What follows belongs to an exercise in optimizing a design on an open flow for small area, a short achievable clock period and few clock cycles; a production flow would make more cautious choices.
Power and IR drop assume default switching activity.

==> flow/design.v <==
module alu16(CK, reset, start, instruction, inputR1, inputR2, outputR, busy, done);
	input [15:0] inputR1, inputR2;
	input [2:0] instruction;
	input CK, reset, start;
	output [15:0] outputR;
	output reg busy;
	output reg done;
	reg [15:0] ra, rb, rc;
	reg        st_alu, st_mul, st_pre, st_div;
	reg        sub, osel;
	reg [3:0]  cnt;
	reg        triv;
	wire go = start & ~busy;
	function [3:0] msb;
		input [15:0] v;
		integer i;
		begin
			msb = 4'd0;
			for (i = 0; i < 16; i = i + 1)
				if (v[i]) msb = i;
		end
	endfunction
	function [3:0] nib;
		input [15:0] v;
		begin
			nib[3] = |v[15:12];
			nib[2] = |v[15:8];
			nib[1] = |v[15:4];
			nib[0] = |v;
		end
	endfunction
	wire [15:0] mq  = (~st_mul | rb[0]) ? ra : (rb[1] ? {ra[14:0], 1'b0} : 16'd0);
	wire [15:0] Q   = sub ? ~rb : mq;
	wire        m1  = (rb[1:0] == 2'b11);     
	wire        cin = sub | st_pre;
	wire [17:0] S2  = {1'b0, rc, 1'b1} + {1'b0, Q, cin};
	wire [15:0] S   = S2[16:1];
	wire        ge  = S2[17];
	wire [3:0]  pa = msb(inputR1);
	wire [3:0]  pb = msb(inputR2);
	wire        zb = (rb == 16'd0);
	wire [3:0]  na = nib(inputR1);
	wire [3:0]  nb = nib(inputR2);
	wire        t1   = (inputR2[1:0] == 2'b11);   
	wire        mul1 = t1 ? (inputR2[15:1] == 15'd0) : (inputR2[15:2] == 14'd0);  
	wire        dv0  = ((nb & ~na) != 4'd0);  
	wire        fast = ((instruction == 3'b010) & mul1) | (((instruction == 3'b011) | (instruction == 3'b100)) & dv0);
	assign outputR = osel ? ra : rc;
	always @(posedge CK) begin
		if (reset) begin
			busy   <= 1'b0;
			done   <= 1'b0;
			st_alu <= 1'b0;
			st_mul <= 1'b0;
			st_pre <= 1'b0;
			st_div <= 1'b0;
		end
		else begin
			done <= 1'b0;
			if (go) begin
				sub  <= (instruction == 3'b001);
				osel <= (instruction == 3'b100);
				ra   <= inputR1;
				rb   <= inputR2;
				cnt  <= pa - pb;
				triv <= (pa < pb);
				case (instruction)
					3'b000: rc <= inputR2;
					3'b001: begin rb <= inputR1; rc <= 16'd0; end
					3'b010: begin
						ra <= t1 ? {inputR1[14:0], 1'b0} : {inputR1[13:0], 2'b00};
						rb <= t1 ? {1'b0, inputR2[15:1]} : {2'b00, inputR2[15:2]};
						rc <= inputR2[0] ? inputR1 : (inputR2[1] ? {inputR1[14:0], 1'b0} : 16'd0);
					end
					3'b011, 3'b100: begin
						ra <= 16'd0;
						rc <= inputR1;
					end
					3'b101: rc <= inputR1 & inputR2;
					3'b110: rc <= inputR1 | inputR2;
					default: rc <= 16'd0;
				endcase
				st_alu <= (instruction == 3'b000) | (instruction == 3'b001);
				st_mul <= (instruction == 3'b010) & ~mul1;
				st_pre <= ((instruction == 3'b011) | (instruction == 3'b100)) & ~dv0;
				busy   <= ((instruction[2] == 1'b0) | (instruction == 3'b100)) & ~fast;
				done   <= ((instruction[2] == 1'b1) & (instruction != 3'b100)) | fast;
			end
			else if (st_alu) begin
				rc     <= S;
				st_alu <= 1'b0;
				busy   <= 1'b0;
				done   <= 1'b1;
			end
			else if (st_mul) begin
				rc <= S;
				ra <= m1 ? {ra[14:0], 1'b0} : {ra[13:0], 2'b00};
				rb <= m1 ? {1'b0, rb[15:1]} : {2'b00, rb[15:2]};
				if (m1 ? (rb[15:1] == 15'd0) : (rb[15:2] == 14'd0)) begin
					st_mul <= 1'b0;
					busy   <= 1'b0;
					done   <= 1'b1;
				end
			end
			else if (st_pre) begin
				st_pre <= 1'b0;
				if (zb) begin
					rc   <= S;
					ra   <= 16'hffff;
					busy <= 1'b0;
					done <= 1'b1;
				end
				else if (triv) begin
					busy <= 1'b0;
					done <= 1'b1;
				end
				else begin
					rb     <= rb << cnt;
					sub    <= 1'b1;
					st_div <= 1'b1;
				end
			end
			else if (st_div) begin
				if (ge) rc <= S;
				ra  <= {ra[14:0], ge};
				rb  <= rb >> 1;
				cnt <= cnt - 4'd1;
				if (cnt == 4'd0) begin
					st_div <= 1'b0;
					busy   <= 1'b0;
					done   <= 1'b1;
				end
			end
		end
	end
endmodule
Settings: LEC_CHECK=0, CAP_MARGIN=20, CORE_MARGIN=2, CORE_UTILIZATION=40, SETUP_SLACK_MARGIN=4.1, SLEW_MARGIN=20; clock period 7.5 ns.
standard.sh (not shown) runs the stock make flow with config.mk's settings and CLKGATE_MAP_FILE= SYNTH_SCRIPT=/design/flow/synth_recipe.tcl, a recipe that flattens the netlist after the stock synthesis.
==> flow/flow/run.sh <==
#!/bin/bash
# Standard layout, with the port buffers built from a regular buffer cell
# instead of the delay cell the resizer picks by default.
export BUFFER_PORTS_ARGS="-buffer_cell sky130_fd_sc_hd__buf_4"
bash standard.sh > standard.log 2>&1
==> next run, changes <==
--- a/flow/design.v
+++ b/flow/design.v
@@ -43,10 +43,17 @@
 	wire [3:0]  nb = nib(inputR2);
 	wire        t1   = (inputR2[1:0] == 2'b11);   
 	wire        mul1 = t1 ? (inputR2[15:1] == 15'd0) : (inputR2[15:2] == 14'd0);  
 	wire        dv0  = ((nb & ~na) != 4'd0);  
 	wire        fast = ((instruction == 3'b010) & mul1) | (((instruction == 3'b011) | (instruction == 3'b100)) & dv0);
+	reg [15:0] negA;
+	integer j;
+	always @(*) begin
+		negA[0] = inputR1[0];
+		for (j = 1; j < 16; j = j + 1)
+			negA[j] = inputR1[j] ^ (|(inputR1 & ((16'd1 << j) - 16'd1)));
+	end
 	assign outputR = osel ? ra : rc;
 	always @(posedge CK) begin
 		if (reset) begin
 			busy   <= 1'b0;
 			done   <= 1'b0;
@@ -56,37 +63,36 @@
 			st_div <= 1'b0;
 		end
 		else begin
 			done <= 1'b0;
 			if (go) begin
-				sub  <= (instruction == 3'b001);
+				sub  <= 1'b0;
 				osel <= (instruction == 3'b100);
-				ra   <= inputR1;
-				rb   <= inputR2;
-				cnt  <= pa - pb;
-				triv <= (pa < pb);
 				case (instruction)
-					3'b000: rc <= inputR2;
-					3'b001: begin rb <= inputR1; rc <= 16'd0; end
+					3'b000: begin ra <= inputR1; rc <= inputR2; end
+					3'b001: rc <= negA;
 					3'b010: begin
 						ra <= t1 ? {inputR1[14:0], 1'b0} : {inputR1[13:0], 2'b00};
 						rb <= t1 ? {1'b0, inputR2[15:1]} : {2'b00, inputR2[15:2]};
 						rc <= inputR2[0] ? inputR1 : (inputR2[1] ? {inputR1[14:0], 1'b0} : 16'd0);
 					end
 					3'b011, 3'b100: begin
-						ra <= 16'd0;
-						rc <= inputR1;
+						ra   <= 16'd0;
+						rb   <= inputR2;
+						rc   <= inputR1;
+						cnt  <= pa - pb;
+						triv <= (pa < pb);
 					end
 					3'b101: rc <= inputR1 & inputR2;
 					3'b110: rc <= inputR1 | inputR2;
 					default: rc <= 16'd0;
 				endcase
-				st_alu <= (instruction == 3'b000) | (instruction == 3'b001);
+				st_alu <= (instruction == 3'b000);
 				st_mul <= (instruction == 3'b010) & ~mul1;
 				st_pre <= ((instruction == 3'b011) | (instruction == 3'b100)) & ~dv0;
-				busy   <= ((instruction[2] == 1'b0) | (instruction == 3'b100)) & ~fast;
-				done   <= ((instruction[2] == 1'b1) & (instruction != 3'b100)) | fast;
+				busy   <= ((instruction[2:1] == 2'b01) | (instruction == 3'b000) | (instruction == 3'b100)) & ~fast;
+				done   <= ((instruction[2] == 1'b1) & (instruction != 3'b100)) | (instruction == 3'b001) | fast;
 			end
 			else if (st_alu) begin
 				rc     <= S;
 				st_alu <= 1'b0;
 				busy   <= 1'b0;
What happened:
- design area is higher by a few percent
- first-iteration DRC count is lower by about a fifth
- via count stays flat
- die area is higher by a few percent
- count of clock-buffer cells in the layout is lower by 2
- total power is higher by a little under a tenth
- setup slack is worse by 0.13 ns
- critical path depth is lower by 5
- hold slack is worse by 0.039 ns
- global-route usage is lower by 1.6 points
- clock power is higher by a quarter to a third
No functional check of the RTL was part of any run of this note.

* * *

Setup of nickel:
Another version of the RTL of alu16 (not shown whole).
For scale: about 780 cells after synthesis, ~60 flip-flops, about 56 I/O pins, about 6100 sq um of cells after synthesis.
==> module alu16, before the edit <==
module alu16(CK, reset, start, instruction, inputR1, inputR2, outputR, busy, done);
	input [15:0] inputR1, inputR2;
	input [2:0] instruction;
	input CK, reset, start;
	output [15:0] outputR;
	output reg busy;
	output reg done;
	reg [15:0] ra, rb, rc;
	reg        st_alu, st_mul, st_pre, st_div;
	reg        sub, osel;
	reg [3:0]  cnt;
	wire go = start & ~busy;
	function [3:0] msb;
		input [15:0] v;
		integer i;
		begin
			msb = 4'd0;
			for (i = 0; i < 16; i = i + 1)
				if (v[i]) msb = i;
		end
	endfunction
	function [3:0] nib;
		input [15:0] v;
		begin
			nib[3] = |v[15:12];
			nib[2] = |v[15:8];
			nib[1] = |v[15:4];
			nib[0] = |v;
		end
	endfunction
	wire        m   = ~st_mul | rb[0];
	wire [15:0] Q   = sub ? ~rb : (ra & {16{m}});
	wire        cin = sub | st_pre;
	wire [17:0] S2  = {1'b0, rc, 1'b1} + {1'b0, Q, cin};
	wire [15:0] S   = S2[16:1];
	wire        ge  = S2[17];
	wire [3:0]  pa = msb(rc);
	wire [3:0]  pb = msb(rb);
	wire        zb = (rb == 16'd0);
	wire        triv = (rc == 16'd0) | (pa < pb);
	wire [3:0]  d  = pa - pb;
	wire [3:0]  na = nib(inputR1);
	wire [3:0]  nb = nib(inputR2);
	wire        sw = ((na & ~nb) == 4'd0);    
	assign outputR = osel ? ra : rc;
	always @(posedge CK) begin
		if (reset) begin
			busy   <= 1'b0;
			done   <= 1'b0;
			st_alu <= 1'b0;
			st_mul <= 1'b0;
			st_pre <= 1'b0;
			st_div <= 1'b0;
		end
		else begin
			done <= 1'b0;
			if (go) begin
				sub  <= (instruction == 3'b001);
				osel <= (instruction == 3'b100);
				case (instruction)
					3'b000: begin ra <= inputR1; rc <= inputR2; end
					3'b001: begin rb <= inputR1; rc <= 16'd0; end
					3'b010: begin
						ra <= sw ? inputR2 : inputR1;
						rb <= sw ? inputR1 : inputR2;
						rc <= 16'd0;
					end
					3'b011, 3'b100: begin ra <= 16'd0; rb <= inputR2; rc <= inputR1; end
					3'b101: rc <= inputR1 & inputR2;
					3'b110: rc <= inputR1 | inputR2;
					default: rc <= 16'd0;
				endcase
				st_alu <= (instruction == 3'b000) | (instruction == 3'b001);
				st_mul <= (instruction == 3'b010);
				st_pre <= (instruction == 3'b011) | (instruction == 3'b100);
				busy   <= (instruction[2] == 1'b0) | (instruction == 3'b100);
				done   <= (instruction[2] == 1'b1) & (instruction != 3'b100);
			end
			else if (st_alu) begin
				rc     <= S;
				st_alu <= 1'b0;
				busy   <= 1'b0;
				done   <= 1'b1;
			end
			else if (st_mul) begin
				rc <= S;
				ra <= ra << 1;
				rb <= rb >> 1;
				if (rb[15:1] == 15'd0) begin
					st_mul <= 1'b0;
					busy   <= 1'b0;
					done   <= 1'b1;
				end
			end
			else if (st_pre) begin
				st_pre <= 1'b0;
				if (zb) begin
					rc   <= S;
					ra   <= 16'hffff;
					busy <= 1'b0;
					done <= 1'b1;
				end
				else if (triv) begin
					busy <= 1'b0;
					done <= 1'b1;
				end
				else begin
					rb     <= rb << d;
					cnt    <= d;
					sub    <= 1'b1;
					st_div <= 1'b1;
				end
			end
			else if (st_div) begin
				if (ge) rc <= S;
				ra  <= {ra[14:0], ge};
				rb  <= rb >> 1;
				cnt <= cnt - 4'd1;
				if (cnt == 4'd0) begin
					st_div <= 1'b0;
					busy   <= 1'b0;
					done   <= 1'b1;
				end
			end
		end
	end
endmodule
Settings: LEC_CHECK=0, CAP_MARGIN=20, CORE_MARGIN=2, CORE_UTILIZATION=40, SETUP_SLACK_MARGIN=3.8, SLEW_MARGIN=20; clock period 7.5 ns.
run.sh (not shown) runs the stock make flow with config.mk's settings and CLKGATE_MAP_FILE= SYNTH_SCRIPT=/design/flow/synth_recipe.tcl, a recipe that flattens the netlist after the stock synthesis.
Stock flow here: none of the scripts above is used.
nickel ended with every stage complete and zero timing, DRC or antenna violations.
Here is what was changed in the inputs of onyx compared with nickel.
==> flow/design.v <==
module alu16(CK, reset, start, instruction, inputR1, inputR2, outputR, busy, done);
	input [15:0] inputR1, inputR2;
	input [2:0] instruction;
	input CK, reset, start;
	output [15:0] outputR;
	output reg busy;
	output reg done;
	reg [15:0] ra, rb, rc;
	reg        st_alu, st_mul, st_pre, st_div;
	reg        sub, osel;
	reg [3:0]  cnt;
	wire go = start & ~busy;
	function [3:0] msb;
		input [15:0] v;
		integer i;
		begin
			msb = 4'd0;
			for (i = 0; i < 16; i = i + 1)
				if (v[i]) msb = i;
		end
	endfunction
	function [3:0] nib;
		input [15:0] v;
		begin
			nib[3] = |v[15:12];
			nib[2] = |v[15:8];
			nib[1] = |v[15:4];
			nib[0] = |v;
		end
	endfunction
	wire        m   = ~st_mul | rb[0];
	wire [15:0] Q   = sub ? ~rb : (ra & {16{m}});
	wire        cin = sub | st_pre;
	wire [17:0] S2  = {1'b0, rc, 1'b1} + {1'b0, Q, cin};
	wire [15:0] S   = S2[16:1];
	wire        ge  = S2[17];
	wire [3:0]  pa = msb(rc);
	wire [3:0]  pb = msb(rb);
	wire        zb = (rb == 16'd0);
	wire        triv = (pa < pb);
	wire [3:0]  d  = pa - pb;
	wire [3:0]  na = nib(inputR1);
	wire [3:0]  nb = nib(inputR2);
	wire        sw = ((na & ~nb) == 4'd0);    
	wire [15:0] mc = sw ? inputR2 : inputR1;  
	wire [15:0] mp = sw ? inputR1 : inputR2;  
	wire        mul1 = (mp[15:1] == 15'd0);   
	wire        dv0  = ((nb & ~na) != 4'd0);  
	wire        fast = ((instruction == 3'b010) & mul1) | (((instruction == 3'b011) | (instruction == 3'b100)) & dv0);
	assign outputR = osel ? ra : rc;
	always @(posedge CK) begin
		if (reset) begin
			busy   <= 1'b0;
			done   <= 1'b0;
			st_alu <= 1'b0;
			st_mul <= 1'b0;
			st_pre <= 1'b0;
			st_div <= 1'b0;
		end
		else begin
			done <= 1'b0;
			if (go) begin
				sub  <= (instruction == 3'b001);
				osel <= (instruction == 3'b100);
				case (instruction)
					3'b000: begin ra <= inputR1; rc <= inputR2; end
					3'b001: begin rb <= inputR1; rc <= 16'd0; end
					3'b010: begin
						ra <= {mc[14:0], 1'b0};
						rb <= {1'b0, mp[15:1]};
						rc <= mc & {16{mp[0]}};
					end
					3'b011, 3'b100: begin ra <= 16'd0; rb <= inputR2; rc <= inputR1; end
					3'b101: rc <= inputR1 & inputR2;
					3'b110: rc <= inputR1 | inputR2;
					default: rc <= 16'd0;
				endcase
				st_alu <= (instruction == 3'b000) | (instruction == 3'b001);
				st_mul <= (instruction == 3'b010) & ~mul1;
				st_pre <= ((instruction == 3'b011) | (instruction == 3'b100)) & ~dv0;
				busy   <= ((instruction[2] == 1'b0) | (instruction == 3'b100)) & ~fast;
				done   <= ((instruction[2] == 1'b1) & (instruction != 3'b100)) | fast;
			end
			else if (st_alu) begin
				rc     <= S;
				st_alu <= 1'b0;
				busy   <= 1'b0;
				done   <= 1'b1;
			end
			else if (st_mul) begin
				rc <= S;
				ra <= ra << 1;
				rb <= rb >> 1;
				if (rb[15:1] == 15'd0) begin
					st_mul <= 1'b0;
					busy   <= 1'b0;
					done   <= 1'b1;
				end
			end
			else if (st_pre) begin
				st_pre <= 1'b0;
				if (zb) begin
					rc   <= S;
					ra   <= 16'hffff;
					busy <= 1'b0;
					done <= 1'b1;
				end
				else if (triv) begin
					busy <= 1'b0;
					done <= 1'b1;
				end
				else begin
					rb     <= rb << d;
					cnt    <= d;
					sub    <= 1'b1;
					st_div <= 1'b1;
				end
			end
			else if (st_div) begin
				if (ge) rc <= S;
				ra  <= {ra[14:0], ge};
				rb  <= rb >> 1;
				cnt <= cnt - 4'd1;
				if (cnt == 4'd0) begin
					st_div <= 1'b0;
					busy   <= 1'b0;
					done   <= 1'b1;
				end
			end
		end
	end
endmodule
- Relative to nickel, time the worst path needs with I/O delays and setup increased by 26 ps in onyx.
- Going from nickel to onyx, relative contribution of combinational cells to total power increased by 3.0 points relative to the old numbers, portion of the clock cycle consumed by the worst path in the final layout shows an increase of 0.35 points, fraction of area in clock buffers and inverters stayed essentially flat, wire length went up, cell area higher.
- Comparing nickel and onyx, the higher critical path depth is on onyx.
- onyx ended up with a lower worst slew slack as a fraction of its limit than nickel did.
No run of this note included a check of the RTL's function; only the layout flow was run.

separate check: timing with driven ports:
The results above use ideal ports. As a check the final layouts listed here were re-extracted and re-timed, cells and wires unchanged. Step 1 (the two cells are an assumption about what drives the block):
set clk [get_ports {CK}]
set_driving_cell -lib_cell sky130_fd_sc_hd__clkbuf_16 $clk
set_driving_cell -lib_cell sky130_fd_sc_hd__buf_2 [delete_from_list [all_inputs] $clk]
Step 2, shift: input delay + t, output delay - t, t = (earliest + latest rising clock arrival at the registers) / 2. This alone moves slack from input paths to output paths. a / b / c = no drivers / after step 1 / after step 2; a / b = the first two.
run	shift t [ns]	setup slack, ns	worst data-port slew with drivers (ns)	cell pins on the clock port's net
the first run of note 1	0.363	4.117 / 4.111 / 3.748	0.04	1
the second run of note 1	0.370	3.983 / 3.997 / 3.627	0.06	1
nickel	0.383	3.828 / 3.850 / 3.470	0.04	1
onyx	0.382	3.801 / 3.764 / 3.446	0.03	1
After both steps setup and hold are still met in every run listed. The setup slack of the first run of note 1, which loses most, moves by -0.006 ns with the drivers and by -0.369 ns with both steps.
